Context: an optimization exercise on an open-source flow, tuned for small area. The choices shown serve that exercise and are no tape-out recipe.
At most, simulation tests tie the RTL to the original design; equivalence was not proved.
Only the layout flow was run in run 1; the RTL was not checked for function there.
Power and IR drop assume default switching activity.

<file path="design/flow/config.mk">
export PLATFORM = sky130hd
export DESIGN_NAME = tero_top
export DESIGN_NICKNAME = tero_top
export VERILOG_FILES = /design/flow/design.v
export SDC_FILE = /design/flow/constraint.sdc
export NUM_CORES = 4
export LEC_CHECK = 0
export ABC_AREA = 1
export CAP_MARGIN = 20
export CORE_MARGIN = 2
export CORE_UTILIZATION = 40
export CTS_BUF_LIST = sky130_fd_sc_hd__clkbuf_8
export CTS_CLUSTER_DIAMETER = 50
export CTS_CLUSTER_SIZE = 15
export SLEW_MARGIN = 20
</file>
<file path="design/flow/constraint.sdc">
create_clock -name core_clock -period 10.0 [get_ports {CLK}]
set_input_delay 2.0000 -clock core_clock [delete_from_list [all_inputs] [get_ports {CLK}]]
set_output_delay 2.0000 -clock core_clock [all_outputs]
set_load 0.01 [all_outputs]
</file>
<file path="design/flow/design.v">
module sqacc (a, x, pa, pb, y);
    input  [27:0] a;
    input   [7:0] x;
    input         pa, pb;
    output [27:0] y;
    wire p1 = (pa & x[0]);
    wire p2 = (pa & x[0] & x[1]) | (pb & x[1]);
    wire p3 = (pa & x[0] & x[2]);
    wire p4 = (pa & x[0] & x[3]) | (pb & x[2]);
    wire p5 = (pa & x[1] & x[2]);
    wire p6 = (pa & x[0] & x[4]) | (pb & x[1] & x[3]);
    wire p7 = (pa & x[0] & x[5]) | (pb & x[2] & x[3]);
    wire p8 = (pa & x[1] & x[4]) | (pb & x[3]);
    wire p9 = (pa & x[0] & x[6]) | (pb & x[2] & x[4]);
    wire p10 = (pa & x[1] & x[5]);
    wire p11 = (pa & x[0] & x[7]) | (pb & x[3] & x[4]);
    wire p12 = (pa & x[1] & x[6]) | (pb & x[4]);
    wire p13 = (pa & x[2] & x[5]);
    wire p14 = (pa & x[1] & x[7]) | (pb & x[3] & x[5]);
    wire p15 = (pa & x[2] & x[6]);
    wire p16 = (pa & x[2] & x[7]) | (pb & x[4] & x[5]);
    wire p17 = (pa & x[3] & x[6]) | (pb & x[5]);
    wire p18 = (pa & x[3] & x[7]) | (pb & x[4] & x[6]);
    wire p19 = (pa & x[4] & x[7]) | (pb & x[6]);
    wire p20 = (pa & x[5] & x[6]);
    wire p21 = (pa & x[5] & x[7]);
    wire p22 = (pa & x[6] & x[7]) | (pb & x[7]);
    wire s23 = a[0] ^ p1;
    wire c24 = a[0] & p1;
    wire s25 = a[1] ^ c24;
    wire c26 = a[1] & c24;
    wire s27 = a[2] ^ p2 ^ c26;
    wire c28 = (a[2] & p2) | (c26 & (a[2] ^ p2));
    wire s29 = a[3] ^ p3 ^ c28;
    wire c30 = (a[3] & p3) | (c28 & (a[3] ^ p3));
    wire s31 = a[4] ^ p4 ^ p5;
    wire c32 = (a[4] & p4) | (p5 & (a[4] ^ p4));
    wire s33 = s31 ^ c30;
    wire c34 = s31 & c30;
    wire s35 = a[5] ^ p6 ^ c32;
    wire c36 = (a[5] & p6) | (c32 & (a[5] ^ p6));
    wire s37 = s35 ^ c34;
    wire c38 = s35 & c34;
    wire s39 = a[6] ^ p7 ^ p8;
    wire c40 = (a[6] & p7) | (p8 & (a[6] ^ p7));
    wire s41 = s39 ^ c36 ^ c38;
    wire c42 = (s39 & c36) | (c38 & (s39 ^ c36));
    wire s43 = a[7] ^ p10 ^ p9;
    wire c44 = (a[7] & p10) | (p9 & (a[7] ^ p10));
    wire s45 = c40 ^ s43 ^ c42;
    wire c46 = (c40 & s43) | (c42 & (c40 ^ s43));
    wire s47 = a[8] ^ p11 ^ p12;
    wire c48 = (a[8] & p11) | (p12 & (a[8] ^ p11));
    wire s49 = p13 ^ c44 ^ s47;
    wire c50 = (p13 & c44) | (s47 & (p13 ^ c44));
    wire s51 = s49 ^ c46;
    wire c52 = s49 & c46;
    wire s53 = a[9] ^ p14 ^ p15;
    wire c54 = (a[9] & p14) | (p15 & (a[9] ^ p14));
    wire s55 = c48 ^ s53 ^ c50;
    wire c56 = (c48 & s53) | (c50 & (c48 ^ s53));
    wire s57 = s55 ^ c52;
    wire c58 = s55 & c52;
    wire s59 = a[10] ^ p16 ^ p17;
    wire c60 = (a[10] & p16) | (p17 & (a[10] ^ p16));
    wire s61 = c54 ^ s59 ^ c56;
    wire c62 = (c54 & s59) | (c56 & (c54 ^ s59));
    wire s63 = s61 ^ c58;
    wire c64 = s61 & c58;
    wire s65 = a[11] ^ p18 ^ c60;
    wire c66 = (a[11] & p18) | (c60 & (a[11] ^ p18));
    wire s67 = s65 ^ c62 ^ c64;
    wire c68 = (s65 & c62) | (c64 & (s65 ^ c62));
    wire s69 = a[12] ^ p19 ^ p20;
    wire c70 = (a[12] & p19) | (p20 & (a[12] ^ p19));
    wire s71 = s69 ^ c66 ^ c68;
    wire c72 = (s69 & c66) | (c68 & (s69 ^ c66));
    wire s73 = a[13] ^ p21 ^ c70;
    wire c74 = (a[13] & p21) | (c70 & (a[13] ^ p21));
    wire s75 = s73 ^ c72;
    wire c76 = s73 & c72;
    wire s77 = a[14] ^ p22 ^ c74;
    wire c78 = (a[14] & p22) | (c74 & (a[14] ^ p22));
    wire s79 = s77 ^ c76;
    wire c80 = s77 & c76;
    wire s81 = a[15] ^ c78 ^ c80;
    wire c82 = (a[15] & c78) | (c80 & (a[15] ^ c78));
    wire s83 = a[16] ^ c82;
    wire c84 = a[16] & c82;
    wire s85 = a[17] ^ c84;
    wire c86 = a[17] & c84;
    wire s87 = a[18] ^ c86;
    wire c88 = a[18] & c86;
    wire s89 = a[19] ^ c88;
    wire c90 = a[19] & c88;
    wire s91 = a[20] ^ c90;
    wire c92 = a[20] & c90;
    wire s93 = a[21] ^ c92;
    wire c94 = a[21] & c92;
    wire s95 = a[22] ^ c94;
    wire c96 = a[22] & c94;
    wire s97 = a[23] ^ c96;
    wire c98 = a[23] & c96;
    wire s99 = a[24] ^ c98;
    wire c100 = a[24] & c98;
    wire s101 = a[25] ^ c100;
    wire c102 = a[25] & c100;
    wire s103 = a[26] ^ c102;
    wire c104 = a[26] & c102;
    wire s105 = a[27] ^ c104;
    wire c106 = a[27] & c104;
    assign y = {s105, s103, s101, s99, s97, s95, s93, s91, s89, s87, s85, s83, s81, s79, s75, s71, s67, s63, s57, s51, s45, s41, s37, s33, s29, s27, s25, s23};
endmodule
module tero_top (CLK, RST, MODE, SW, LED, TXD,
                 TERO_COUNT, TERO_OEFF, TERO_CTR, TERO_PRE, RO_SEL);
    input        CLK, RST;
    input  [1:0] MODE;
    input  [3:0] SW;
    output [7:0] LED;
    output       TXD;
    input  [8:0] TERO_COUNT;
    input        TERO_OEFF;
    output       TERO_CTR, TERO_PRE;
    output [19:0] RO_SEL;
    localparam STATE_MODE   = 3'd0;
    localparam STATE_WAIT   = 3'd1;
    localparam STATE_START  = 3'd2;
    localparam STATE_OSC    = 3'd3;
    localparam STATE_DRAIN  = 3'd4;
    localparam STATE_NEXT   = 3'd5;
    localparam STATE_FINI   = 3'd6;
    function [27:0] inc;             
        input [27:0] a;
        input        e;
        integer      j;
        reg          k;
        begin
            k = e;
            for (j = 0; j < 28; j = j + 1) begin
                inc[j] = a[j] ^ k;
                k      = k & a[j];
            end
        end
    endfunction
    function [27:0] add;             
        input [27:0] a, b;
        integer      j;
        reg          k;
        begin
            k = 1'b0;
            for (j = 0; j < 28; j = j + 1) begin
                add[j] = a[j] ^ b[j] ^ k;
                k      = (a[j] & b[j]) | (k & (a[j] ^ b[j]));
            end
        end
    endfunction
    function [27:0] updn;            
        input [27:0] a;
        input        u, d;
        integer      j;
        reg          k;
        begin
            k = u ^ d;
            for (j = 0; j < 28; j = j + 1) begin
                updn[j] = a[j] ^ k;
                k       = k & ~(a[j] ^ u);
            end
        end
    endfunction
    reg         m0, m1;      
    reg         mode_d;
    reg   [2:0] state;
    reg  [19:0] cnt;
    reg   [2:0] sel_cnt;
    reg  [19:0] ro_sel;
    wire        ctr     = (state == STATE_OSC);
    wire        in_next = (state == STATE_NEXT);
    wire        first   = (cnt[11:0] == 12'h000);
    wire        last    = (cnt[11:0] == 12'hfff);
    reg         ctr_buf;
    reg   [7:0] din;
    reg         oe;
    reg   [7:0] coe;
    assign TERO_CTR = ctr_buf;
    assign TERO_PRE = (coe[1:0] == 2'b00);
    always @(posedge CLK) begin
        ctr_buf <= ctr;
        if (~oe)     
            din <= (TERO_COUNT[8]) ? 8'hff : TERO_COUNT[7:0];
        oe  <= ctr & (coe[1:0] == 2'd3) & (TERO_OEFF | (coe[7:6] == 2'd3 & coe[2]));
        coe <= (ctr) ? inc(coe, 1'b1) : 8'd0;
    end
    reg         sat;
    reg  [19:0] sum;
    reg  [27:0] ssum;
    reg   [6:0] pk;
    reg   [2:0] pkc;
    wire        skip = (din == 8'hff);
    wire [15:0] sq_d = {1'b0, din[7], 1'b0, din[6], 1'b0, din[5], 1'b0, din[4],
                        1'b0, din[3], 1'b0, din[2], 1'b0, din[1], 1'b0, din[0]};
    wire [15:0] sq_0 = {7'b0, (din[0]) ? din[7:1] : 7'b0,  2'b0};
    wire [15:0] sq_1 = {6'b0, (din[1]) ? din[7:2] : 6'b0,  4'b0};
    wire [15:0] sq_2 = {5'b0, (din[2]) ? din[7:3] : 5'b0,  6'b0};
    wire [15:0] sq_3 = {4'b0, (din[3]) ? din[7:4] : 4'b0,  8'b0};
    wire [15:0] sq_4 = {3'b0, (din[4]) ? din[7:5] : 3'b0, 10'b0};
    wire [15:0] sq_5 = {2'b0, (din[5]) ? din[7:6] : 2'b0, 12'b0};
    wire [15:0] sq_6 = {1'b0, (din[6]) ? din[7:7] : 1'b0, 14'b0};
    wire        en_sum = oe & ~last;
    wire        oe_d   = ctr_buf & ~ctr;     
    wire [27:0] ssum_n;
    sqacc SQ (.a(ssum & {28{~(oe & first)}}), .x(din), .pa(oe), .pb(oe_d), .y(ssum_n));
    always @(posedge CLK) begin
        ssum <= ssum_n;
        sum  <= add(sum & {20{~(oe & first)}}, din & {8{en_sum}});
        sat  <= (sat & ~(oe & first)) | (en_sum & skip);
    end
    always @(posedge CLK) begin
        if (RST)
            pkc <= 3'd0;
        else
            pkc <= inc(pkc, oe & ~skip);
        if (oe & ~skip)
            pk  <= {pk[5:0], din[0]};
    end
    reg   [3:0] vc;          
    reg   [7:0] hold;
    reg   [5:0] fcnt;        
    reg         busy;
    reg   [5:0] wc;
    reg   [3:0] bc;
    wire        ready  = (vc == 4'd0);
    wire        full   = fcnt[5];
    wire        empty  = (fcnt == 6'd0);
    wire        wv     = ~ready & ~full;
    wire        rv     = ~empty & ~busy;
    wire        uwe    = (~m0) ? ((in_next) ? ready : (last & oe)) :
                         (m1)  ? (pkc == 3'd7 && oe) : oe;
    always @(posedge CLK) begin
        if (RST) begin
            vc   <= 4'd0;
            fcnt <= 6'd0;
        end else begin
            if (ready) begin
                if (uwe)
                    vc <= (m0) ? 4'd1 : 4'd8;
            end else begin
                vc <= updn(vc, 1'b0, ~full);
            end
            fcnt <= updn(fcnt, wv, rv);
        end
        if (ready & uwe)
            hold <= (~m0) ? ssum[7:0] : (m1) ? {pk, din[0]} : din;
    end
    function [7:0] px;
        input [3:0] hex;
        px = (hex >= 4'd10) ? {5'b01100, hex[2:0] - 3'd1} : {4'h3, hex};
    endfunction
    reg   [3:0] nib;
    always @(*) begin
        case ({in_next, vc})
            5'h18:   nib = {sat, 3'b000};
            5'h15:   nib = sum[19:16];
            5'h14:   nib = sum[15:12];
            5'h13:   nib = sum[11: 8];
            5'h12:   nib = sum[ 7: 4];
            5'h11:   nib = sum[ 3: 0];
            5'h07:   nib = ssum[27:24];
            5'h06:   nib = ssum[23:20];
            5'h05:   nib = ssum[19:16];
            5'h04:   nib = ssum[15:12];
            5'h03:   nib = ssum[11: 8];
            5'h02:   nib = hold[ 7: 4];
            5'h01:   nib = hold[ 3: 0];
            default: nib = 4'h0;
        endcase
    end
    wire  [7:0] wdata = (m0) ? hold : px(nib);
    localparam N = 33;
    reg   [7:0] st [0:N-1];
    reg [N-1:0] e;           
    reg [N-1:0] fr;          
    wire        w32  = (wc == 6'd32);
    wire        done = busy & w32 & (bc == 4'd9);
    integer     i;
    always @(*) begin
        fr[0] = e[0] | done;
        for (i = 1; i < N; i = i + 1)
            fr[i] = e[i] | fr[i-1];
    end
    always @(posedge CLK) begin
        for (i = 0; i < N-1; i = i + 1)
            if (fr[i])
                st[i] <= st[i+1];
        if (fr[N-1])
            st[N-1] <= wdata;
        for (i = 0; i < N-1; i = i + 1)
            e[i] <= RST | (e[i+1] & fr[i]);
        e[N-1] <= RST | (~wv & fr[N-1]);
    end
    always @(posedge CLK) begin
        wc <= (busy & ~w32) ? inc(wc, 1'b1) : 6'd0;
        if (RST | done)
            bc <= 4'd0;
        else
            bc <= inc(bc, busy & w32);
        if (RST)
            busy <= 1'b0;
        else if (~busy)
            busy <= rv;
        else if (done)
            busy <= 1'b0;
    end
    wire  [7:0] s0 = st[0];
    reg         txb;
    always @(*) begin
        case (bc)
            4'd1:    txb = s0[0];
            4'd2:    txb = s0[1];
            4'd3:    txb = s0[2];
            4'd4:    txb = s0[3];
            4'd5:    txb = s0[4];
            4'd6:    txb = s0[5];
            4'd7:    txb = s0[6];
            4'd8:    txb = s0[7];
            4'd0:    txb = 1'b0;
            default: txb = 1'b1;
        endcase
    end
    assign TXD = ~busy | txb;
    assign LED[7]    = (sel_cnt == 3'd3);
    assign LED[6]    = (sel_cnt == 3'd2);
    assign LED[5]    = (sel_cnt == 3'd1);
    assign LED[4]    = (sel_cnt == 3'd0);
    assign LED[3:0]  = (sel_cnt == 3'd0) ? ro_sel[ 3: 0] :
                       (sel_cnt == 3'd1) ? ro_sel[ 7: 4] :
                       (sel_cnt == 3'd2) ? ro_sel[11: 8] :
                       (sel_cnt == 3'd3) ? ro_sel[15:12] : ro_sel[19:16];
    assign RO_SEL    = ro_sel;
    wire        cnt_en = (state == STATE_WAIT) | (ctr & oe);
    wire        ld     = (state == STATE_WAIT) & (cnt == 20'hfffff) & MODE[0] & ~mode_d;
    wire [19:0] ro_inc = inc(ro_sel, in_next & ready);
    always @(posedge CLK) begin
        cnt <= (RST) ? 20'h00000 : inc(cnt, cnt_en);
        if (RST)
            ro_sel <= 20'h00000;
        else begin
            ro_sel[19:16] <= (ld && sel_cnt == 3'd0) ? SW : ro_inc[19:16];
            ro_sel[15:12] <= (ld && sel_cnt == 3'd4) ? SW : ro_inc[15:12];
            ro_sel[11: 8] <= (ld && sel_cnt == 3'd3) ? SW : ro_inc[11: 8];
            ro_sel[ 7: 4] <= (ld && sel_cnt == 3'd2) ? SW : ro_inc[ 7: 4];
            ro_sel[ 3: 0] <= (ld && sel_cnt == 3'd1) ? SW : ro_inc[ 3: 0];
        end
    end
    always @(posedge CLK) begin
        if (RST) begin
            m0        <= 1'b0;
            m1        <= 1'b0;
            mode_d    <= 1'b0;
            state     <= STATE_MODE;
            sel_cnt   <= 3'd0;
        end else begin
            if (state == STATE_MODE) begin
                m0        <= MODE[0];
                m1        <= MODE[1];
                mode_d    <= MODE[0];
                sel_cnt   <= (MODE[0]) ? 3'd0 : (MODE[1]) ? 3'd3 : 3'd4;
                state     <= (MODE[0]) ? STATE_WAIT : STATE_START;
            end else if (state == STATE_WAIT) begin
                if (cnt == 20'hfffff) begin
                    mode_d   <= MODE[0];
                    if (MODE[0] & ~mode_d) begin
                        sel_cnt  <= (sel_cnt != 3'd0) ? sel_cnt - 1'b1 : 3'd4;
                        state    <= (sel_cnt != 3'd1) ? STATE_WAIT     : STATE_START;
                    end
                end
            end else if (state == STATE_START) begin
                state    <= STATE_OSC;
            end else if (state == STATE_OSC) begin
                if (oe) begin
                    state    <= (full)       ? STATE_DRAIN :
                                (m0 == 1'b1) ? STATE_START :
                                (last)       ? STATE_NEXT  : STATE_START;
                    if (cnt == 20'hfffff && m0 == 1'd1) begin
                        sel_cnt  <= (sel_cnt != 3'd0) ? sel_cnt - 1'b1 : 3'd4;
                    end
                end
            end else if (state == STATE_DRAIN) begin
                if (empty) begin
                    state    <= (m0 == 1'b1) ? STATE_START :
                                (first)      ? STATE_NEXT  : STATE_START;
                end
            end else if (state == STATE_NEXT) begin
                if (ready) begin
                    state    <= (ro_sel == ((m1) ? 20'h0ffff : 20'hfffff)) ? STATE_FINI : STATE_START;
                end
            end
        end
    end
endmodule
</file>
<file path="design/flow/flow/run.sh">
#!/bin/bash
# Own layout flow: the standard layout (standard.sh, unchanged synthesis,
# floorplan, power grid, placement, routing), with two settings changed:
#  - ports are buffered with the smallest buffer (buf_1) instead of the
#    default pick, and
#  - clock tree synthesis uses clkbuf_8 leaf clusters without dummy loads.
set -euo pipefail
export BUFFER_PORTS_ARGS="-buffer_cell sky130_fd_sc_hd__buf_1"
export CTS_ARGS="-sink_clustering_enable -repair_clock_nets -buf_list sky130_fd_sc_hd__clkbuf_8 -sink_clustering_size 15 -sink_clustering_max_diameter 50 -dont_use_dummy_load"
bash standard.sh finish > standard_flow.log 2>&1
</file>
<file path="design/flow/standard.sh">
#!/bin/bash
# synth_recipe.tcl (not shown) runs the flow's synth.tcl, then flattens the netlist and writes it again
# the make line also repeats each setting of config.mk as NAME=value (left out here)
make -C /OpenROAD-flow-scripts/flow DESIGN_CONFIG=/design/flow/config.mk WORK_HOME=/design/flow/orfs CLKGATE_MAP_FILE= SYNTH_SCRIPT=/design/flow/synth_recipe.tcl "${@:-finish}"
</file>
==> results of run 1 <==
==> per-stage QoR <==
stage | instances | total power (W) | area [µm²] | setup WS [ns]
2_1_floorplan | 1434 | 0.003097 | 17650 | 2.683
3_3_place_gp | 2047 | 0.003313 | 18490 | 2.446
3_5_place_dp | 2047 | 0.003335 | 18490 | 2.271
4_1_cts | 2088 | 0.004262 | 19060 | 2.140
5_1_grt | 2088 | 0.004468 | 19060 | 1.705
6_report | 2088 | 0.004199 | 19060 | 2.200
==> per-layer routing <==
layer | share of wire [%] | wire length, µm | track usage [%] | vias to the layer above
li1 | - | - | - | 4906
met1 | 45 | 13170 | 16.74 | 4683
met2 | 48 | 14090 | 21.63 | 193
met3 | 4.9 | 1452 | 2.624 | 57
met4 | 2.2 | 638 | 4.079 | 0
met5 | 0 | 0 | 0 | -
==> worst paths after layout <==
check	startpoint	to	slack (ns)	cells past startpoint
min reg2reg	st[29][3]	st[28][3]	0.35	0
max	oe	ssum[27]	2.20	40
max reg2reg	oe	ssum[27]	2.20	40
min	st[29][3]	st[28][3]	0.35	0
==> kinds of logic (layout without fill, tap and decap cells) <==
group,count (synthesis),in the layout,share of synthesized area [%]
flip-flops,452,452,67.56
AND/OR/NAND/NOR,393,393,10.24
buffers and inverters,280,349,5.956
AO/OA/AOI/OAI,175,175,5.814
adder cells (fa/ha/maj),122,122,9.841
XOR/XNOR,12,12,0.5956
==> cells in the mapped netlist <==
library cell    n
a211oi_1        5
a21oi_1        32
a221oi_1       10
a22o_1          9
a22oi_1         1
a31oi_1         3
a32oi_1         1
and3_1          2
buf_1           2
clkbuf_1       20
clkinv_1        2
dfxtp_1       165
edfxtp_1      287
fa_1           28
ha_1           94
inv_1         254
inv_2           2
nand2_1       182
nand2_2         1
nand3_1        15
nand3_2         2
nand3_4         1
nand4_1        14
nand4_4         7
nor2_1        133
nor2_2          1
nor2_4          8
nor3_1         10
nor3_2          1
nor4_1          7
o2111ai_1       1
o211ai_1        4
o21a_1          2
o21ai_0        87
o22ai_1        15
o311ai_0        1
o32ai_1         2
o41ai_1         2
or2_2           8
or3_1           1
xnor2_1        10
xor2_1          2
==> flip-flops by register name (all words and copies together), names as in the netlist, 6 cells and up <==
name and count:
st 264, e 33, ssum 28, cnt 20, ro_sel 20, sum 20
coe 8, din 8, hold 8, pk 7, fcnt 6, wc 6
==> power by group <==
group | total (W) | internal, W | switching (W)
logic | 0.000614 | 0.000209 | 0.000405
registers | 0.00268 | 0.00251 | 0.000172
clock network | 0.000907 | 0.000367 | 0.000540
==> final cells by class <==
cell class | instances | area (µm²) | share of cell area, %
Timing Repair Buffer | 50 | 196.4 | 1.031
Inverter | 258 | 968.4 | 5.082
Tap cell | 585 | 732.0 | 3.841
Multi-Input combinational cell | 702 | 4674 | 24.53
Clock buffer | 41 | 564.3 | 2.961
Sequential cell | 452 | 11920 | 62.56
==> worst register-to-register path, delay by kind of cell, from the launching register on <==
kind                       cells  cell delay (ns)
adders and majority gates     27             5.58
buffers and inverters         10             1.05
DFF                            1             0.53
and+or+nand+nor                2             0.36
xor gates and xnor gates       1             0.12
==> results.py, run 1 <==
metrics = {
    "sta": {
        "fmax_mhz": 128.2,
        "setup_viol": 0,
        "hold_viol_final": 0,
        "post-route-period-util_pct": 78.00,
        "rsz0062_at_grt": "false",
        "layout_min_cycle_time_ns": 7.800,
        "worst_hold_slack_ns": 0.3482,
        "relSlewSlack_pct": 35.72,
        "maxSlewViolCount": 0,
        "worst_slew_pin_slew_ns": 0.9642,
        "finClkSkew_ns": 0.09739,
        "fin_setup_tns_ns": 0,
    },
    "cts": {
        "clk_pin_slew_ns": 0.09,
        "hold_buffers": 0,
        "htree_levels": 2,
        "clock_sinks": 452,
        "clock_path_buffers": 3,
        "numCtsBuffers": 41,
        "tritoncts": "done",
        "clk_latency_ns": 0.59,
        "clockRootBuffer": "clkbuf_8",
        "cts_resized": 0,
        "postCtsSetupRepairBufs": 0,
    },
    "yosys": {
        "netlist_area_um2": 17650,
        "synth_area_leaders": "edfxtp_1 (49%), dfxtp_1 (19%), ha_1 (6.7%)",
        "synth_area_per_cell_um2": 12.31,
        "ys.warnings.count": 2,
        "synth_seq_cells": 452,
        "syn_inst": 1434,
        "yosysSeqAreaShare_pct": 67.56,
        "synth_largest_area_cell": "edfxtp_1",
        "synth_top_area_share_pct": 48.84,
        "synth_cell_type_count": 42,
        "synth_fp_nets": 1574,
    },
    "global_route": {
        "grt_max_degree": 52,
        "antenna_found_initial": 0,
        "grt_overflow_total": 0,
        "grt_pass1_vias": 9590,
        "grt_use_total_pct": 12.86,
        "grt_pass1_wl_um": 47790,
    },
    "finish": {
        "final_common_cell": "edfxtp_1",
        "final_cell_mix": "edfxtp_1 (287), inv_1 (253), nand2_1 (182)",
        "fillers": 3974,
        "post-route-util_pct": 44.05,
        "area_delta_synth_final_pct": 7.990,
        "nets": 1645,
        "insertedDiodeCount": 0,
        "drive_above_1_share_pct": 4.990,
    },
    "setup_path": {
        "endpoint_kind": "flip-flop",
        "cp_slowest_cell": "dfxtp_1",
        "critical_path_class": "reg -> reg",
        "path_buf_inv": 10,
        "critPathMaxFanout": 48,
        "required_ns": 10.39,
        "crit_family": "adder cells",
        "arrival_ns": 8.19,
        "crit_path_start_kind": "flip-flop",
        "cp_common_cell": "ha_1",
        "cp_slowest_stage_delay_ns": 0.53,
    },
    "drt": {
        "drc_errors": 0,
        "vias_per_cell": 4.712,
        "drtIter0Drc": 752,
        "wl_um": 29350,
        "dr.pass1.iters": 5,
        "routedWlPerCell_um": 14.06,
        "drtAntennaViolNets": 0,
        "routed-via-count": 9839,
    },
    "floorplanning": {
        "die_area_um2": 45810,
        "fp.coreArea_um2": 43270,
        "dieHeight_um": 214.0,
        "rows": 76,
        "io_pins": 49,
        "die_w_um": 214.0,
        "start_util_pct": 40.79,
    },
    "placed_design": {
        "io_buffers": 48,
        "hpwlAfterDp_um": 21020,
        "gp_congestion": 0.8795,
    },
    "status": {
        "status": "complete, no violations",
    },
    "pwr": {
        "ir_drop_uv": 112.5,
        "power_density_nw_per_um2": 220.3,
        "p_leak_nw": 8.360,
    },
    "run": {
        "maxCapViolCount": 0,
    },
    "hold_path": {
        "min_path_type": "reg -> reg",
    },
}
==> run 2: changes to the inputs <==
--- a/design/flow/design.v
+++ b/design/flow/design.v
@@ -176,7 +176,17 @@
     wire        ctr     = (state == STATE_OSC);
     wire        in_next = (state == STATE_NEXT);
     wire        first   = (cnt[11:0] == 12'h000);
-    wire        last    = (cnt[11:0] == 12'hfff);
+    wire        cnt_en  = (state == STATE_WAIT) | (ctr & oe);
+    wire [20:0] ck;
+    assign ck[0] = cnt_en;
+    genvar g;
+    generate
+        for (g = 0; g < 20; g = g + 1) begin : cnt_carry
+            assign ck[g+1] = ck[g] & cnt[g];
+        end
+    endgenerate
+    wire        last_e  = ck[12];    
+    wire        all1_e  = ck[20];
     reg         ctr_buf;
     reg   [7:0] din;
     reg         oe;
@@ -205,7 +215,7 @@
     wire [15:0] sq_4 = {3'b0, (din[4]) ? din[7:5] : 3'b0, 10'b0};
     wire [15:0] sq_5 = {2'b0, (din[5]) ? din[7:6] : 2'b0, 12'b0};
     wire [15:0] sq_6 = {1'b0, (din[6]) ? din[7:7] : 1'b0, 14'b0};
-    wire        en_sum = oe & ~last;
+    wire        en_sum = oe & ~last_e;
     wire        oe_d   = ctr_buf & ~ctr;     
     wire [27:0] ssum_n;
     sqacc SQ (.a(ssum & {28{~(oe & first)}}), .x(din), .pa(oe), .pb(oe_d), .y(ssum_n));
@@ -233,7 +243,7 @@
     wire        empty  = (fcnt == 6'd0);
     wire        wv     = ~ready & ~full;
     wire        rv     = ~empty & ~busy;
-    wire        uwe    = (~m0) ? ((in_next) ? ready : (last & oe)) :
+    wire        uwe    = (~m0) ? ((in_next) ? ready : last_e) :
                          (m1)  ? (pkc == 3'd7 && oe) : oe;
     always @(posedge CLK) begin
         if (RST) begin
@@ -283,7 +293,7 @@
     wire        done = busy & w32 & (bc == 4'd9);
     integer     i;
     always @(*) begin
-        fr[0] = e[0] | done;
+        fr[0] = e[0] | done | (empty & ~busy);    
         for (i = 1; i < N; i = i + 1)
             fr[i] = e[i] | fr[i-1];
     end
@@ -294,8 +304,8 @@
         if (fr[N-1])
             st[N-1] <= wdata;
         for (i = 0; i < N-1; i = i + 1)
-            e[i] <= RST | (e[i+1] & fr[i]);
-        e[N-1] <= RST | (~wv & fr[N-1]);
+            e[i] <= e[i+1] & fr[i];
+        e[N-1] <= ~wv & fr[N-1];
     end
     always @(posedge CLK) begin
         wc <= (busy & ~w32) ? inc(wc, 1'b1) : 6'd0;
@@ -336,11 +346,17 @@
                        (sel_cnt == 3'd2) ? ro_sel[11: 8] :
                        (sel_cnt == 3'd3) ? ro_sel[15:12] : ro_sel[19:16];
     assign RO_SEL    = ro_sel;
-    wire        cnt_en = (state == STATE_WAIT) | (ctr & oe);
-    wire        ld     = (state == STATE_WAIT) & (cnt == 20'hfffff) & MODE[0] & ~mode_d;
-    wire [19:0] ro_inc = inc(ro_sel, in_next & ready);
+    wire        ld     = (state == STATE_WAIT) & all1_e & MODE[0] & ~mode_d;
+    wire [20:0] rk;
+    assign rk[0] = in_next & ready;
+    generate
+        for (g = 0; g < 20; g = g + 1) begin : ro_carry
+            assign rk[g+1] = rk[g] & ro_sel[g];
+        end
+    endgenerate
+    wire [19:0] ro_inc = ro_sel ^ rk[19:0];
     always @(posedge CLK) begin
-        cnt <= (RST) ? 20'h00000 : inc(cnt, cnt_en);
+        cnt <= (RST) ? 20'h00000 : cnt ^ ck[19:0];
         if (RST)
             ro_sel <= 20'h00000;
         else begin
@@ -366,7 +382,7 @@
                 sel_cnt   <= (MODE[0]) ? 3'd0 : (MODE[1]) ? 3'd3 : 3'd4;
                 state     <= (MODE[0]) ? STATE_WAIT : STATE_START;
             end else if (state == STATE_WAIT) begin
-                if (cnt == 20'hfffff) begin
+                if (all1_e) begin
                     mode_d   <= MODE[0];
                     if (MODE[0] & ~mode_d) begin
                         sel_cnt  <= (sel_cnt != 3'd0) ? sel_cnt - 1'b1 : 3'd4;
@@ -379,8 +395,8 @@
                 if (oe) begin
                     state    <= (full)       ? STATE_DRAIN :
                                 (m0 == 1'b1) ? STATE_START :
-                                (last)       ? STATE_NEXT  : STATE_START;
-                    if (cnt == 20'hfffff && m0 == 1'd1) begin
+                                (last_e)     ? STATE_NEXT  : STATE_START;
+                    if (all1_e && m0 == 1'd1) begin
                         sel_cnt  <= (sel_cnt != 3'd0) ? sel_cnt - 1'b1 : 3'd4;
                     end
                 end
@@ -391,7 +407,7 @@
                 end
             end else if (state == STATE_NEXT) begin
                 if (ready) begin
-                    state    <= (ro_sel == ((m1) ? 20'h0ffff : 20'hfffff)) ? STATE_FINI : STATE_START;
+                    state    <= ((m1) ? rk[16] : rk[20]) ? STATE_FINI : STATE_START;
                 end
             end
         end
==> results.py, run 2 <==
metrics = {
    "status": {
        "status": "complete, no violations",
    },
    "yosys": {
        "ys.flop_type": "edfxtp_1",
        "synth_area_leaders": "edfxtp_1 (49%), dfxtp_1 (19%), ha_1 (6.9%)",
        "yosysMostFrequentCell": "edfxtp_1",
        "ys.warnings.count": 2,
        "synth_fp_nets": 1554,
        "yosysSeqAreaShare_pct": 68.03,
        "synth_top_area_share_pct": 49.18,
        "synth_area_per_cell_um2": 12.41,
        "netlist_area_um2": 17520,
        "synth_edf_count": 287,
        "synth_largest_area_cell": "edfxtp_1",
        "synth-async-reset-ratio_pct": 0,
        "syn_inst": 1412,
        "synth_cell_type_count": 41,
        "synth_seq_cells": 452,
        "synthTopCellsByCount": "edfxtp_1 (287), inv_1 (238), nor2_1 (177), nand2_1 (171), dfxtp_1 (165)",
    },
    "drt": {
        "drtAntennaViolNets": 0,
        "routedWlPerCell_um": 13.65,
        "drtIter0Drc": 486,
        "routed-via-count": 9589,
        "vias_per_cell": 4.628,
        "drc_errors": 0,
        "dr.pass1.iters": 5,
        "wl_um": 28290,
    },
    "floorplanning": {
        "dieHeight_um": 213.3,
        "start_util_pct": 40.59,
        "io_pins": 49,
        "die_area_um2": 45500,
        "rows": 76,
        "die_w_um": 213.3,
        "fp.coreArea_um2": 43170,
    },
    "cts": {
        "hold_buffers": 0,
        "clockRootBuffer": "clkbuf_8",
        "cts_resized": 0,
        "clock_path_buffers": 3,
        "clk_latency_ns": 0.60,
        "htree_levels": 2,
        "clk_pin_slew_ns": 0.09,
        "clock_sinks": 452,
        "numCtsBuffers": 42,
        "tritoncts": "done",
        "postCtsSetupRepairBufs": 0,
    },
    "finish": {
        "post-route-util_pct": 43.94,
        "final_common_cell": "edfxtp_1",
        "design_area_um2": 18970,
        "largest_reg_flops": 264,
        "regArea_um2": 11920,
        "area_delta_synth_final_pct": 8.247,
        "final_cell_mix": "edfxtp_1 (287), inv_1 (238), nor2_1 (177)",
        "largest-register": "st",
        "drive_above_1_share_pct": 5.514,
        "reg_top3": "st: 264 flops, e: 33 flops, ssum: 28 flops",
        "multi_input_area_um2": 4629,
        "fillers": 4028,
        "insertedDiodeCount": 0,
        "nets": 1631,
    },
    "sta": {
        "maxSlewViolCount": 0,
        "layout_min_cycle_time_ns": 8.304,
        "hold_viol_final": 0,
        "finClkSkew_ns": 0.1068,
        "setup_viol": 0,
        "post-route-period-util_pct": 83.04,
        "fmax_mhz": 120.4,
        "fin_setup_tns_ns": 0,
        "rsz0062_at_grt": "false",
        "relSlewSlack_pct": 41.02,
        "worst_hold_slack_ns": 0.3294,
        "worst_slew_pin_slew_ns": 0.8815,
    },
    "pwr": {
        "p_total_w": 0.005272,
        "power_density_nw_per_um2": 278.0,
        "ir_drop_uv": 188.4,
        "p_leak_nw": 7.995,
    },
    "setup_path": {
        "arrival_ns": 8.71,
        "required_ns": 10.41,
        "rr_worst_depth": 37,
        "endpoint_kind": "flip-flop",
        "cp_common_cell": "ha_1",
        "path_buf_inv": 3,
        "endpoint": "sum[19]",
        "reg2reg_slack_ns": 1.70,
        "critical_path_class": "reg -> reg",
        "timing.rr.end": "sum[19]",
        "crit_path_start_kind": "flip-flop",
        "cp_slowest_cell": "clkinv_1",
        "crit_cells": 37,
        "cp_slowest_stage_delay_ns": 0.49,
        "critPathMaxFanout": 15,
        "r2r_start": "oe",
        "cp-startpoint": "oe",
        "crit_family": "adder cells",
    },
    "run": {
        "maxCapViolCount": 0,
    },
    "global_route": {
        "grt_use_total_pct": 12.90,
        "grt_overflow_total": 0,
        "antenna_found_initial": 0,
        "grt_max_degree": 49,
        "grt_pass1_wl_um": 47030,
        "grt_pass1_vias": 9750,
    },
    "placed_design": {
        "hpwlAfterDp_um": 20390,
        "io_buffers": 48,
        "dpl_cell_area_um2": 18390,
        "gp_congestion": 0.8487,
    },
    "hold_path": {
        "min_path_type": "reg -> reg",
    },
}
run 2: changes by cell type after synthesis, sizes merged, moves of 6 or more:
cell	delta
and2	+9
inv	-18
nand4	-6
nand2	-11
o21ai	-29
nand3	+7
nor2	+46
a21oi	-9
run 2: cell families (layout without fill, tap and decap cells):
group           after synthesis  in the layout  synth area share, %
buf+inv                     259            334                5.548
flops                       452            452                68.03
compound gates              123            123                4.220
xor+xnor                     13             13               0.6498
simple gates                441            441                11.50
fa+ha+maj                   124            124                10.05
run 2: worst min-delay path by stage:
stage,start,to,slack (ns),depth (start not counted)
floorplan,st[1][0],st[0][0],0.40,0
global placement,st[16][0],st[15][0],0.40,0
detailed placement,st[12][1],st[11][1],0.40,0
CTS,st[13][2],st[12][2],0.32,0
global route,st[6][0],st[5][0],0.33,0
finish,st[6][0],st[5][0],0.33,0
run 2: cell type report:
cell class,count,share of cell area (%)
clock buffers,42,3.047
flip-flops and latches,452,62.85
multi-input cells,701,24.41
inverters,241,4.769
well taps,585,3.859
repair buffers,51,1.069
run 2: report_power, final:
group | internal [W] | switching (W) | leakage (nW) | total (W)
Clock | 0.000375 | 0.000550 | 0.302 | 0.000925
Combinational | 0.000294 | 0.000838 | 3.59 | 0.00113
Sequential | 0.00300 | 0.000218 | 4.11 | 0.00322
run 2: through the flow:
stage | setup slack, ns | instances
floorplan | 2.427 | 1412
global placement | 1.886 | 2030
detailed placement | 1.691 | 2030
CTS | 1.630 | 2072
global route | 1.100 | 2072
finish | 1.696 | 2072
run 2: layer usage:
layer / track usage (%) / vias up / wire (µm)
met5: 0 / - / 0
met2: 21.61 / 164 / 13340
met4: 3.784 / 0 / 527
met3: 2.942 / 43 / 1389
met1: 16.78 / 4579 / 13030
li1: - / 4803 / -
==> run 3: changes to the inputs <==
==> design/flow/flow/run.sh (replaced) <==
#!/bin/bash
# Own layout flow: the standard layout (standard.sh, unchanged synthesis,
# floorplan, power grid, placement, routing), with two settings changed:
#  - ports are buffered with the smallest buffer (buf_1) instead of the
#    default pick, and
#  - clock tree synthesis uses clkbuf_8 leaf clusters without dummy loads.
set -euo pipefail
export BUFFER_PORTS_ARGS="-buffer_cell sky130_fd_sc_hd__buf_1"
export CTS_ARGS="-sink_clustering_enable -repair_clock_nets -buf_list sky130_fd_sc_hd__clkbuf_8 -sink_clustering_size 18 -sink_clustering_max_diameter 60 -dont_use_dummy_load"
bash standard.sh finish > standard_flow.log 2>&1
--- a/design/flow/config.mk
+++ b/design/flow/config.mk
@@ -8,8 +8,5 @@
 export ABC_AREA = 1
 export CAP_MARGIN = 20
 export CORE_MARGIN = 2
-export CORE_UTILIZATION = 40
-export CTS_BUF_LIST = sky130_fd_sc_hd__clkbuf_8
-export CTS_CLUSTER_DIAMETER = 50
-export CTS_CLUSTER_SIZE = 15
+export CORE_UTILIZATION = 70
 export SLEW_MARGIN = 20
==> results.py, run 3 <==
metrics = {
    "status": {
        "status": "complete, no violations",
    },
    "global_route": {
        "grt_overflow_total": 0,
        "grt_max_degree": 49,
        "grt_pass1_vias": 9557,
        "grt_pass1_wl_um": 46400,
        "antenna_found_initial": 0,
        "grt_use_total_pct": 22.32,
    },
    "setup_path": {
        "timing.rr.end": "sum[19]",
        "required_ns": 10.47,
        "cp-startpoint": "oe",
        "cp_slowest_stage_delay_ns": 0.45,
        "reg2reg_slack_ns": 1.75,
        "critPathMaxFanout": 15,
        "cp_common_cell": "ha_1",
        "path_buf_inv": 3,
        "critical_path_class": "reg -> reg",
        "rr_worst_depth": 37,
        "crit_path_start_kind": "flip-flop",
        "endpoint_kind": "flip-flop",
        "arrival_ns": 8.71,
        "crit_family": "adder cells",
        "r2r_start": "oe",
        "cp_slowest_cell": "dfxtp_1",
    },
    "cts": {
        "clk_latency_ns": 0.61,
        "clockRootBuffer": "clkbuf_8",
        "tritoncts": "done",
        "htree_levels": 1,
        "hold_buffers": 0,
        "clk_pin_slew_ns": 0.11,
        "clock_path_buffers": 3,
        "postCtsSetupRepairBufs": 0,
        "cts_resized": 0,
        "numCtsBuffers": 30,
        "clock_sinks": 452,
    },
    "finish": {
        "nets": 1620,
        "insertedDiodeCount": 0,
        "final_cell_mix": "edfxtp_1 (287), inv_1 (238), nor2_1 (177)",
        "final_common_cell": "edfxtp_1",
        "reg_top3": "st: 264 flops, e: 33 flops, ssum: 28 flops",
        "largest-register": "st",
        "drive_above_1_share_pct": 4.810,
        "fin_cells": 1800,
        "area_delta_synth_final_pct": 5.484,
        "largest_reg_flops": 264,
    },
    "floorplanning": {
        "io_pins": 49,
        "dieHeight_um": 162.2,
        "rows": 57,
        "start_util_pct": 71.63,
        "die_w_um": 162.2,
        "die_area_um2": 26320,
        "fp.coreArea_um2": 24460,
    },
    "drt": {
        "drtIter0Drc": 743,
        "dr.pass1.iters": 8,
        "routedWlPerCell_um": 15.70,
        "drtAntennaViolNets": 0,
        "routed-via-count": 9648,
        "drc_errors": 0,
        "wl_um": 28260,
        "vias_per_cell": 5.360,
    },
    "yosys": {
        "ys.warnings.count": 2,
        "synth_top_area_share_pct": 49.18,
        "synth_cell_type_count": 41,
        "yosysSeqAreaShare_pct": 68.03,
        "ys.flop_type": "edfxtp_1",
        "syn_inst": 1412,
        "synth_seq_cells": 452,
        "synth_area_per_cell_um2": 12.41,
        "synth_edf_count": 287,
        "synth-async-reset-ratio_pct": 0,
        "yosysMostFrequentCell": "edfxtp_1",
        "synthTopCellsByCount": "edfxtp_1 (287), inv_1 (238), nor2_1 (177), nand2_1 (171), dfxtp_1 (165)",
        "netlist_area_um2": 17520,
        "synth_area_leaders": "edfxtp_1 (49%), dfxtp_1 (19%), ha_1 (6.9%)",
        "synth_fp_nets": 1554,
        "synth_largest_area_cell": "edfxtp_1",
    },
    "placed_design": {
        "io_buffers": 48,
        "dpl.cell_count": 1770,
        "hpwlAfterDp_um": 20760,
        "gp_congestion": 0.9074,
    },
    "sta": {
        "rsz0062_at_grt": "false",
        "maxSlewViolCount": 0,
        "layout_min_cycle_time_ns": 8.245,
        "fmax_mhz": 121.3,
        "worst_slew_pin_slew_ns": 0.7950,
        "finClkSkew_ns": 0.04049,
        "relSlewSlack_pct": 46.80,
        "hold_viol_final": 0,
        "post-route-period-util_pct": 82.45,
        "setup_viol": 0,
        "fin_setup_tns_ns": 0,
    },
    "pwr": {
        "power_density_nw_per_um2": 279.2,
        "ir_drop_uv": 257.8,
        "p_leak_nw": 7.914,
    },
    "hold_path": {
        "hold_start": "st[28][1]",
        "min_path_type": "reg -> reg",
        "whs_endpoint": "st[27][1]",
        "holdPathStages": 0,
    },
    "run": {
        "maxCapViolCount": 0,
    },
}
[run 3: cell counts after synthesis]
No cell type changed its count.
[run 3: cell type report]
type                       count  area (µm²)
tap                          324       405.4
sequential                   452       11920
fill                        1598        5978
clock buffer                  30       412.9
multi-input combinational    701        4629
inverter                     241       904.6
timing repair buffer          52       210.2
[run 3: report_power, final]
part / internal (W) / switching (W)
sequential: 0.00300 / 0.000245
clock: 0.000268 / 0.000497
combinational: 0.000299 / 0.000852
[run 3: kinds of logic after synthesis]
| logic type | after synthesis | share of synthesized area (%) |
|---|---|---|
| flip-flops | 452 | 68.03 |
| AND/OR/NAND/NOR | 441 | 11.50 |
| buffers and inverters | 259 | 5.548 |
| adder cells (fa/ha/maj) | 124 | 10.05 |
| AO/OA/AOI/OAI | 123 | 4.220 |
| XOR/XNOR | 13 | 0.6498 |
[run 3: worst register-to-register path: cells and delay by family, from the launching register on]
family          cells  cell delay, ns
xor+xnor            1            0.12
fa+ha+maj          31            6.60
flops               1            0.45
buf+inv             3            0.55
compound gates      1            0.32
simple gates        1            0.09
[run 3: per-stage QoR]
stage | power [W] | utilization, % | worst slack [ns] | instance area [µm²] | hold WS, ns
2_1_floorplan | 0.004029 | - | 2.427 | 17520 | 0.4003
3_3_place_gp | 0.004362 | 73.87 | 1.988 | 18070 | 0.4001
3_5_place_dp | 0.004449 | 73.87 | 1.766 | 18070 | 0.4045
4_1_cts | 0.005218 | 75.56 | 1.694 | 18480 | 0.4239
5_1_grt | 0.005480 | 75.56 | 1.169 | 18480 | 0.4315
6_report | 0.005160 | 75.56 | 1.755 | 18480 | 0.4222
[run 3: how the worst max path moves through the flow]
stage	slack, ns	depth (start not counted)	end
after floorplan	2.43	40	sum[19]
after global placement	1.99	37	sum[19]
after detailed placement	1.77	37	sum[19]
after CTS	1.69	37	sum[19]
after global routing	1.17	37	sum[19]
final	1.75	37	sum[19]
[run 3: metal layers]
| metal | GRT usage (%) | routed length, µm | vias to the layer above |
|---|---|---|---|
| met5 | 0 | 0 | - |
| met4 | 4.586 | 554 | 0 |
| met3 | 3.422 | 1529 | 39 |
| met2 | 37.99 | 13480 | 214 |
| met1 | 31.17 | 12700 | 4619 |
| li1 | - | - | 4776 |
==> run 4: changes to the inputs <==
--- a/design/flow/design.v
+++ b/design/flow/design.v
@@ -203,7 +203,6 @@
     reg         sat;
     reg  [19:0] sum;
     reg  [27:0] ssum;
-    reg   [6:0] pk;
     reg   [2:0] pkc;
     wire        skip = (din == 8'hff);
     wire [15:0] sq_d = {1'b0, din[7], 1'b0, din[6], 1'b0, din[5], 1'b0, din[4],
@@ -229,8 +228,6 @@
             pkc <= 3'd0;
         else
             pkc <= inc(pkc, oe & ~skip);
-        if (oe & ~skip)
-            pk  <= {pk[5:0], din[0]};
     end
     reg   [3:0] vc;          
     reg   [7:0] hold;
@@ -243,6 +240,10 @@
     wire        empty  = (fcnt == 6'd0);
     wire        wv     = ~ready & ~full;
     wire        rv     = ~empty & ~busy;
+    reg         q;
+    wire        m11    = m0 & m1;
+    wire        pk_sh  = m11 & oe & ~q & (~skip | (pkc == 3'd7));
+    wire        pk_q   = m11 & oe & q;
     wire        uwe    = (~m0) ? ((in_next) ? ready : last_e) :
                          (m1)  ? (pkc == 3'd7 && oe) : oe;
     always @(posedge CLK) begin
@@ -258,8 +259,16 @@
             end
             fcnt <= updn(fcnt, wv, rv);
         end
-        if (ready & uwe)
-            hold <= (~m0) ? ssum[7:0] : (m1) ? {pk, din[0]} : din;
+        if (ready & uwe & ~m11)
+            hold <= (~m0) ? ssum[7:0] : din;
+        else if (pk_sh)
+            hold <= {hold[6:0], din[0]};
+        else if (pk_q)
+            hold[0] <= din[0];
+        if (RST)
+            q <= 1'b0;
+        else if (m11 & oe)
+            q <= skip & (pkc == 3'd7);
     end
     function [7:0] px;
         input [3:0] hex;
==> results.py, run 4 <==
metrics = {
    "sta": {
        "fin_setup_tns_ns": 0,
        "hold_viol_final": 0,
        "setup_viol": 0,
        "finClkSkew_ns": 0.05193,
        "rsz0062_at_grt": "false",
        "post-route-period-util_pct": 82.19,
        "layout_min_cycle_time_ns": 8.219,
        "maxSlewViolCount": 0,
        "relSlewSlack_pct": 42.39,
        "worst_slew_pin_slew_ns": 0.8632,
        "fmax_mhz": 121.7,
    },
    "yosys": {
        "synth_largest_area_cell": "edfxtp_1",
        "synth_edf_count": 280,
        "yosysSeqAreaShare_pct": 67.56,
        "synth_fp_nets": 1549,
        "synth-async-reset-ratio_pct": 0,
        "synthTopCellsByCount": "edfxtp_1 (280), inv_1 (245), dfxtp_1 (166), nand2_1 (162), nor2_1 (162)",
        "synth_area_leaders": "edfxtp_1 (48%), dfxtp_1 (19%), ha_1 (6.9%)",
        "synth_area_per_cell_um2": 12.34,
        "ys.flop_type": "edfxtp_1",
        "ys.warnings.count": 2,
        "synth_cell_type_count": 40,
        "netlist_area_um2": 17370,
        "yosysMostFrequentCell": "edfxtp_1",
        "synth_top_area_share_pct": 48.42,
        "synth_seq_cells": 446,
        "syn_inst": 1407,
    },
    "setup_path": {
        "critical_path_class": "reg -> reg",
        "endpoint": "sum[19]",
        "rr_worst_depth": 40,
        "cp_common_cell": "ha_1",
        "crit_path_start_kind": "flip-flop",
        "cp_slowest_cell": "fa_1",
        "cp-startpoint": "state[0]",
        "critPathMaxFanout": 9,
        "arrival_ns": 8.70,
        "required_ns": 10.48,
        "reg2reg_slack_ns": 1.78,
        "r2r_start": "state[0]",
        "timing.rr.end": "sum[19]",
        "endpoint_kind": "flip-flop",
        "cp_slowest_stage_delay_ns": 0.43,
    },
    "finish": {
        "insertedDiodeCount": 0,
        "fillers": 1597,
        "final_cell_mix": "edfxtp_1 (280), inv_1 (245), dfxtp_1 (166)",
        "final_common_cell": "edfxtp_1",
        "fin_cells": 1792,
        "nets": 1612,
        "area_delta_synth_final_pct": 5.426,
        "drive_above_1_share_pct": 4.837,
        "largest-register": "st",
        "reg_top3": "st: 264 flops, e: 33 flops, ssum: 28 flops",
        "largest_reg_flops": 264,
    },
    "cts": {
        "htree_levels": 1,
        "clockRootBuffer": "clkbuf_8",
        "numCtsBuffers": 30,
        "clk_pin_slew_ns": 0.10,
        "clock_sinks": 446,
        "cts_resized": 0,
        "postCtsSetupRepairBufs": 0,
        "hold_buffers": 0,
        "clk_latency_ns": 0.59,
        "tritoncts": "done",
        "clock_path_buffers": 3,
    },
    "global_route": {
        "grt_overflow_total": 0,
        "grt_use_total_pct": 21.85,
        "grt_pass1_wl_um": 45250,
        "grt_max_degree": 49,
        "grt_pass1_vias": 9448,
        "antenna_found_initial": 0,
    },
    "floorplanning": {
        "die_area_um2": 26080,
        "start_util_pct": 71.41,
        "rows": 57,
        "dieHeight_um": 161.5,
        "fp.coreArea_um2": 24320,
        "io_pins": 49,
        "die_w_um": 161.5,
    },
    "run": {
        "maxCapViolCount": 0,
    },
    "placed_design": {
        "dpl.cell_count": 1762,
        "io_buffers": 48,
        "hpwlAfterDp_um": 20640,
        "gp_congestion": 0.9005,
    },
    "status": {
        "status": "complete, no violations",
    },
    "pwr": {
        "internal_power_w": 0.003527,
        "p_seq_share_pct": 63.3,
        "comb_power_share_pct": 21.9,
        "p_clk_share_pct": 14.8,
        "ir_drop_uv": 189.9,
        "swShare_pct": 30.69,
        "power_density_nw_per_um2": 277.9,
        "p_leak_nw": 7.893,
        "p_sw_w": 0.001561,
    },
    "drt": {
        "wl_met2_um": 13820,
        "drc_errors": 0,
        "routedWlPerCell_um": 15.49,
        "dr.pass1.iters": 5,
        "met3_length_um": 1271,
        "drtAntennaViolNets": 0,
        "routedLengthMet1_um": 12030,
        "vias_per_cell": 5.318,
        "drtIter0Drc": 682,
        "routed-via-count": 9530,
        "wl_um": 27770,
        "routed.top_layer": "met4",
    },
    "hold_path": {
        "min_path_type": "reg -> reg",
    },
}
run 4: cell count changes in the layout (fill, tap and decap cells not counted), moves of 3 or more:
cell / before / now
nand2_1: 171 / 162
a211oi_1: 1 / 5
a311o_1: 4 / 0
o211ai_1: 1 / 5
o21ai_0: 58 / 61
nor2_1: 177 / 162
edfxtp_1: 287 / 280
xnor2_1: 11 / 7
inv_1: 238 / 245
nand3_1: 25 / 36
run 4: cell families (layout without fill, tap and decap cells):
group / after synthesis / after routing / synth area share (%)
DFF: 446 / 446 / 67.56
muxes: 2 / 2 / 0.1153
AOI/OAI and AO/OA: 136 / 136 / 4.705
buffers and inverters: 266 / 327 / 5.750
and+or+nand+nor: 423 / 423 / 11.23
xor gates and xnor gates: 10 / 10 / 0.5044
adders and majority gates: 124 / 124 / 10.14
run 4: per-layer routing:
layer / global-route usage [%] / vias to the layer above
met4: 5.479 / 0
met2: 38.54 / 165
met5: 0 / -
met3: 2.799 / 43
li1: - / 4764
met1: 29.15 / 4558
run 4: power groups by stage:
stage	sequential, W	clock [W]	combinational [W]
finish	0.00322	0.000753	0.00112
global route	0.00328	0.000843	0.00129
CTS	0.00323	0.000786	0.00114
detailed placement	0.00327	0	0.00113
global placement	0.00322	0	0.00109
floorplan	0.00313	0	0.000861
run 4: metrics by stage:
stage / util [%] / hold slack, ns / total power [W] / worst slack (ns) / cell area (µm²)
after floorplan: - / 0.4003 / 0.003996 / 2.281 / 17370
after global placement: 73.58 / 0.4004 / 0.004307 / 1.991 / 17890
after detailed placement: 73.58 / 0.4045 / 0.004399 / 1.753 / 17890
after CTS: 75.28 / 0.4229 / 0.005156 / 1.762 / 18310
after global routing: 75.28 / 0.4285 / 0.005409 / 1.321 / 18310
final: 75.28 / 0.4218 / 0.005088 / 1.781 / 18310
run 4: critical path: cells and delay by family, from the launching register on:
family	cells	cell delay, ns
adder cells (fa/ha/maj)	31	6.72
AND/OR/NAND/NOR	4	0.65
flip-flops	1	0.35
buffers and inverters	4	0.30
XOR/XNOR	1	0.12
run 4: worst min-delay path by stage:
| stage | start | end | slack [ns] | cells after the start |
|---|---|---|---|---|
| finish | st[13][3] | st[12][3] | 0.42 | 0 |
| global route | st[23][6] | st[22][6] | 0.43 | 0 |
| CTS | st[20][0] | st[19][0] | 0.42 | 0 |
| detailed placement | st[15][7] | st[14][7] | 0.40 | 0 |
| global placement | st[28][1] | st[27][1] | 0.40 | 0 |
| floorplan | st[1][0] | st[0][0] | 0.40 | 0 |
run 4: layout make-up:
class	count	area (µm²)	area share, %
Multi-Input combinational cell	695	4636	25.32
Sequential cell	446	11730	64.08
Inverter	247	927.1	5.064
Tap cell	324	405.4	2.214
Timing Repair Buffer	50	195.2	1.066
Clock buffer	30	412.9	2.255
==> run 5: changes to the inputs <==
--- a/design/flow/design.v
+++ b/design/flow/design.v
@@ -203,6 +203,7 @@
     reg         sat;
     reg  [19:0] sum;
     reg  [27:0] ssum;
+    reg   [6:0] pk;
     reg   [2:0] pkc;
     wire        skip = (din == 8'hff);
     wire [15:0] sq_d = {1'b0, din[7], 1'b0, din[6], 1'b0, din[5], 1'b0, din[4],
@@ -228,6 +229,8 @@
             pkc <= 3'd0;
         else
             pkc <= inc(pkc, oe & ~skip);
+        if (oe & ~skip)
+            pk  <= {pk[5:0], din[0]};
     end
     reg   [3:0] vc;          
     reg   [7:0] hold;
@@ -240,10 +243,6 @@
     wire        empty  = (fcnt == 6'd0);
     wire        wv     = ~ready & ~full;
     wire        rv     = ~empty & ~busy;
-    reg         q;
-    wire        m11    = m0 & m1;
-    wire        pk_sh  = m11 & oe & ~q & (~skip | (pkc == 3'd7));
-    wire        pk_q   = m11 & oe & q;
     wire        uwe    = (~m0) ? ((in_next) ? ready : last_e) :
                          (m1)  ? (pkc == 3'd7 && oe) : oe;
     always @(posedge CLK) begin
@@ -259,16 +258,8 @@
             end
             fcnt <= updn(fcnt, wv, rv);
         end
-        if (ready & uwe & ~m11)
-            hold <= (~m0) ? ssum[7:0] : din;
-        else if (pk_sh)
-            hold <= {hold[6:0], din[0]};
-        else if (pk_q)
-            hold[0] <= din[0];
-        if (RST)
-            q <= 1'b0;
-        else if (m11 & oe)
-            q <= skip & (pkc == 3'd7);
+        if (ready & uwe)
+            hold <= (~m0) ? ssum[7:0] : (m1) ? {pk, din[0]} : din;
     end
     function [7:0] px;
         input [3:0] hex;
==> design/flow/run.sh (new file) <==
#!/bin/bash
# synth_recipe.tcl (not shown) runs the flow's synth.tcl, then flattens the netlist and writes it again
# the make line also repeats each setting of config.mk as NAME=value (left out here)
make -C /OpenROAD-flow-scripts/flow DESIGN_CONFIG=/design/flow/config.mk WORK_HOME=/design/flow/orfs CLKGATE_MAP_FILE= SYNTH_SCRIPT=/design/flow/synth_recipe.tcl finish
--- a/design/flow/config.mk
+++ b/design/flow/config.mk
@@ -8,5 +8,8 @@
 export ABC_AREA = 1
 export CAP_MARGIN = 20
 export CORE_MARGIN = 2
-export CORE_UTILIZATION = 70
+export CORE_UTILIZATION = 40
+export CTS_BUF_LIST = sky130_fd_sc_hd__clkbuf_8
+export CTS_CLUSTER_DIAMETER = 50
+export CTS_CLUSTER_SIZE = 15
 export SLEW_MARGIN = 20
removed: design/flow/flow/run.sh
removed: design/flow/standard.sh
==> results.py, run 5 <==
metrics = {
    "status": {
        "status": "complete, no violations",
    },
    "global_route": {
        "grt_overflow_total": 0,
        "antenna_found_initial": 0,
        "grt_use_total_pct": 13.24,
        "grt_max_degree": 49,
        "grt_pass1_vias": 9571,
        "grt_pass1_wl_um": 47270,
    },
    "sta": {
        "relSlewSlack_pct": 44.41,
        "finClkSkew_ns": 0.04652,
        "hold_viol_final": 0,
        "fin_setup_tns_ns": 0,
        "fmax_mhz": 120.4,
        "maxSlewViolCount": 0,
        "layout_min_cycle_time_ns": 8.304,
        "post-route-period-util_pct": 83.04,
        "worst_slew_pin_slew_ns": 0.8308,
        "rsz0062_at_grt": "false",
        "setup_viol": 0,
    },
    "yosys": {
        "ys.warnings.count": 2,
        "synth_top_area_share_pct": 49.18,
        "synth_fa_ha_area_share_pct": 10.05,
        "synth_area_per_cell_um2": 12.41,
        "synth_fp_nets": 1554,
        "netlist_area_um2": 17520,
        "synth.area.mux_share_pct": 0,
        "synth_top_family_by_area": "simple AND/OR/NAND/NOR gates",
        "yosysSeqAreaShare_pct": 68.03,
        "synthSimpleGateAreaFrac_pct": 11.50,
        "synthTopCellsByCount": "edfxtp_1 (287), inv_1 (238), nor2_1 (177), nand2_1 (171), dfxtp_1 (165)",
        "synth-async-reset-ratio_pct": 0,
        "syn_inst": 1412,
        "synth_compound_area_share_pct": 4.220,
        "synth_cell_type_count": 41,
        "synth_area_leaders": "edfxtp_1 (49%), dfxtp_1 (19%), ha_1 (6.9%)",
        "synth_xor_xnor_area_share_pct": 0.6498,
        "synth_largest_area_cell": "edfxtp_1",
        "synth_seq_cells": 452,
        "ys.flop_type": "edfxtp_1",
        "synth_edf_count": 287,
        "yosysMostFrequentCell": "edfxtp_1",
    },
    "setup_path": {
        "reg2reg_slack_ns": 1.70,
        "crit_path_start_kind": "flip-flop",
        "cp_common_cell": "ha_1",
        "timing.rr.end": "sum[19]",
        "rr_worst_depth": 37,
        "cp_slowest_cell": "clkinv_1",
        "cp_slowest_stage_delay_ns": 0.51,
        "required_ns": 10.49,
        "critPathMaxFanout": 15,
        "endpoint_kind": "flip-flop",
        "arrival_ns": 8.80,
        "r2r_start": "oe",
        "critical_path_class": "reg -> reg",
    },
    "finish": {
        "largest-register": "st",
        "final_cell_mix": "edfxtp_1 (287), inv_1 (253), nor2_1 (177)",
        "fillers": 3927,
        "reg_top3": "st: 264 flops, e: 33 flops, ssum: 28 flops",
        "final_common_cell": "edfxtp_1",
        "area_delta_synth_final_pct": 11.76,
        "fin_cells": 2108,
        "design_area_um2": 19580,
        "largest_reg_flops": 264,
        "nets": 1631,
        "insertedDiodeCount": 0,
        "drive_above_1_share_pct": 6.566,
    },
    "floorplanning": {
        "die_area_um2": 45500,
        "io_pins": 49,
        "die_w_um": 213.3,
        "fp.coreArea_um2": 43170,
        "rows": 76,
        "dieHeight_um": 213.3,
        "start_util_pct": 40.59,
    },
    "cts": {
        "clockRootBuffer": "clkbuf_8",
        "htree_levels": 2,
        "clk_latency_ns": 0.61,
        "cts_resized": 0,
        "clock_sinks": 452,
        "clk_pin_slew_ns": 0.10,
        "numCtsBuffers": 42,
        "tritoncts": "done",
        "clock_path_buffers": 3,
        "hold_buffers": 0,
        "postCtsSetupRepairBufs": 0,
    },
    "drt": {
        "wl_um": 28950,
        "dr.pass1.iters": 6,
        "drtAntennaViolNets": 0,
        "drtIter0Drc": 524,
        "vias_per_cell": 4.580,
        "routed-via-count": 9655,
        "drc_errors": 0,
        "routedWlPerCell_um": 13.73,
    },
    "pwr": {
        "p_seq_share_pct": 58.1,
        "ir_drop_uv": 196.9,
        "internal_power_w": 0.003839,
        "p_leak_nw": 8.319,
        "power_density_nw_per_um2": 282.8,
        "comb_power_share_pct": 21.1,
        "p_sw_w": 0.001700,
        "p_clk_share_pct": 20.8,
        "swShare_pct": 30.69,
    },
    "hold_path": {
        "min_path_type": "reg -> reg",
        "hold_start": "st[6][0]",
        "whs_endpoint": "st[5][0]",
        "holdPathStages": 0,
    },
    "placed_design": {
        "hpwlAfterDp_um": 20760,
        "dpl_cell_area_um2": 18690,
        "gp_congestion": 0.8579,
        "dpl.cell_count": 2030,
        "io_buffers": 48,
    },
    "run": {
        "maxCapViolCount": 0,
    },
}
==> run 5: cell count changes in the layout (fill, tap and decap cells not counted), sizes merged, moves of 9 or more <==
| cell | previous run | this run |
|---|---|---|
| buf | 50 | 3 |
| clkbuf | 30 | 45 |
| clkdlybuf4s50 | 0 | 48 |
| inv | 246 | 262 |
| nand2 | 163 | 172 |
| nand3 | 36 | 25 |
| nor2 | 174 | 188 |
==> run 5: power groups by stage <==
stage                     registers [W]  clock network (W)  logic (W)
final                           0.00322            0.00115    0.00117
after global routing            0.00328            0.00128    0.00134
after CTS                       0.00323            0.00120    0.00120
after detailed placement        0.00327                  0    0.00119
after global placement          0.00325                  0    0.00116
after floorplan                 0.00315                  0   0.000876
==> run 5: metrics by stage <==
stage               power [W]  setup slack (ns)  utilization (%)  hold WS, ns
global route         0.005902             1.108            45.36       0.3963
CTS                  0.005635             1.643            45.36       0.3888
finish               0.005538             1.696            45.36       0.3984
floorplan            0.004029             2.427                -       0.4003
global placement     0.004406             1.896            43.29       0.4015
detailed placement   0.004457             1.688            43.29       0.4045
==> run 5: routing by layer <==
layer  track usage, %  part of all wire [%]  vias to the layer above
li1                 -                     -                     4848
met1            16.84                    46                     4619
met2            22.07                    47                      149
met3            3.177                   5.1                       39
met4            4.813                   2.1                        0
met5                0                     0                        -
==> run 5: logic make-up after synthesis <==
logic type,after synthesis
AOI/OAI and AO/OA,123
adders and majority gates,124
xor gates and xnor gates,13
and+or+nand+nor,441
DFF,452
buffers and inverters,259
==> run 5: area by class of cell <==
class	count	area (µm²)	area share, %
clock buffers	45	619.3	3.163
inverters	241	904.6	4.619
clock inverters	33	274.0	1.399
well taps	585	732.0	3.738
multi-input cells	701	4629	23.64
repair buffers	51	503.0	2.568
flip-flops and latches	452	11920	60.87
==> run 5: worst max-delay path by stage <==
stage | from | end | slack [ns] | depth (start not counted)
global placement | oe | sum[19] | 1.90 | 37
detailed placement | oe | sum[19] | 1.69 | 37
finish | oe | sum[19] | 1.70 | 37
floorplan | state[1] | sum[19] | 2.43 | 40
global route | oe | sum[19] | 1.11 | 37
CTS | oe | sum[19] | 1.64 | 37
==> run 5: critical path, delay by kind of cell, from the launching register on <==
| family | cells | cell delay [ns] |
|---|---|---|
| buf+inv | 3 | 0.63 |
| compound gates | 1 | 0.34 |
| simple gates | 1 | 0.08 |
| xor+xnor | 1 | 0.12 |
| flops | 1 | 0.45 |
| fa+ha+maj | 31 | 6.57 |

## separate check: timing with driven ports
Ports are ideal in the flow. The routed layouts listed here were re-timed in OpenROAD.
Step 1 assumes that a clkbuf_16 drives the clock port and a buf_2 every other input.
Step 2 times the ports against the registers' clock, not the clock port: input delays grow and output delays shrink by t, the midpoint of the rising clock arrivals with the driver on.
a / b / c = ideal / step 1 / step 2; a / b = the first two.
run | t, ns | setup WS [ns] | worst setup path at the end | latest minus earliest clock arrival (ns) | worst data-port slew with drivers (ns)
run 1 | 0.595 | 2.200 / 2.200 / 2.200 | register to register | 0.098 / 0.098 | 0.03
run 2 | 0.596 | 1.696 / 1.696 / 1.696 | register to register | 0.108 / 0.108 | 0.05
run 3 | 0.629 | 1.755 / 1.755 / 1.755 | register to register | 0.042 / 0.042 | 0.05
run 4 | 0.608 | 1.781 / 1.781 / 1.781 | register to register | 0.052 / 0.052 | 0.06
run 5 | 0.641 | 1.696 / 1.696 / 1.696 | register to register | 0.052 / 0.052 | 0.05
After both steps every run listed still meets setup and hold.
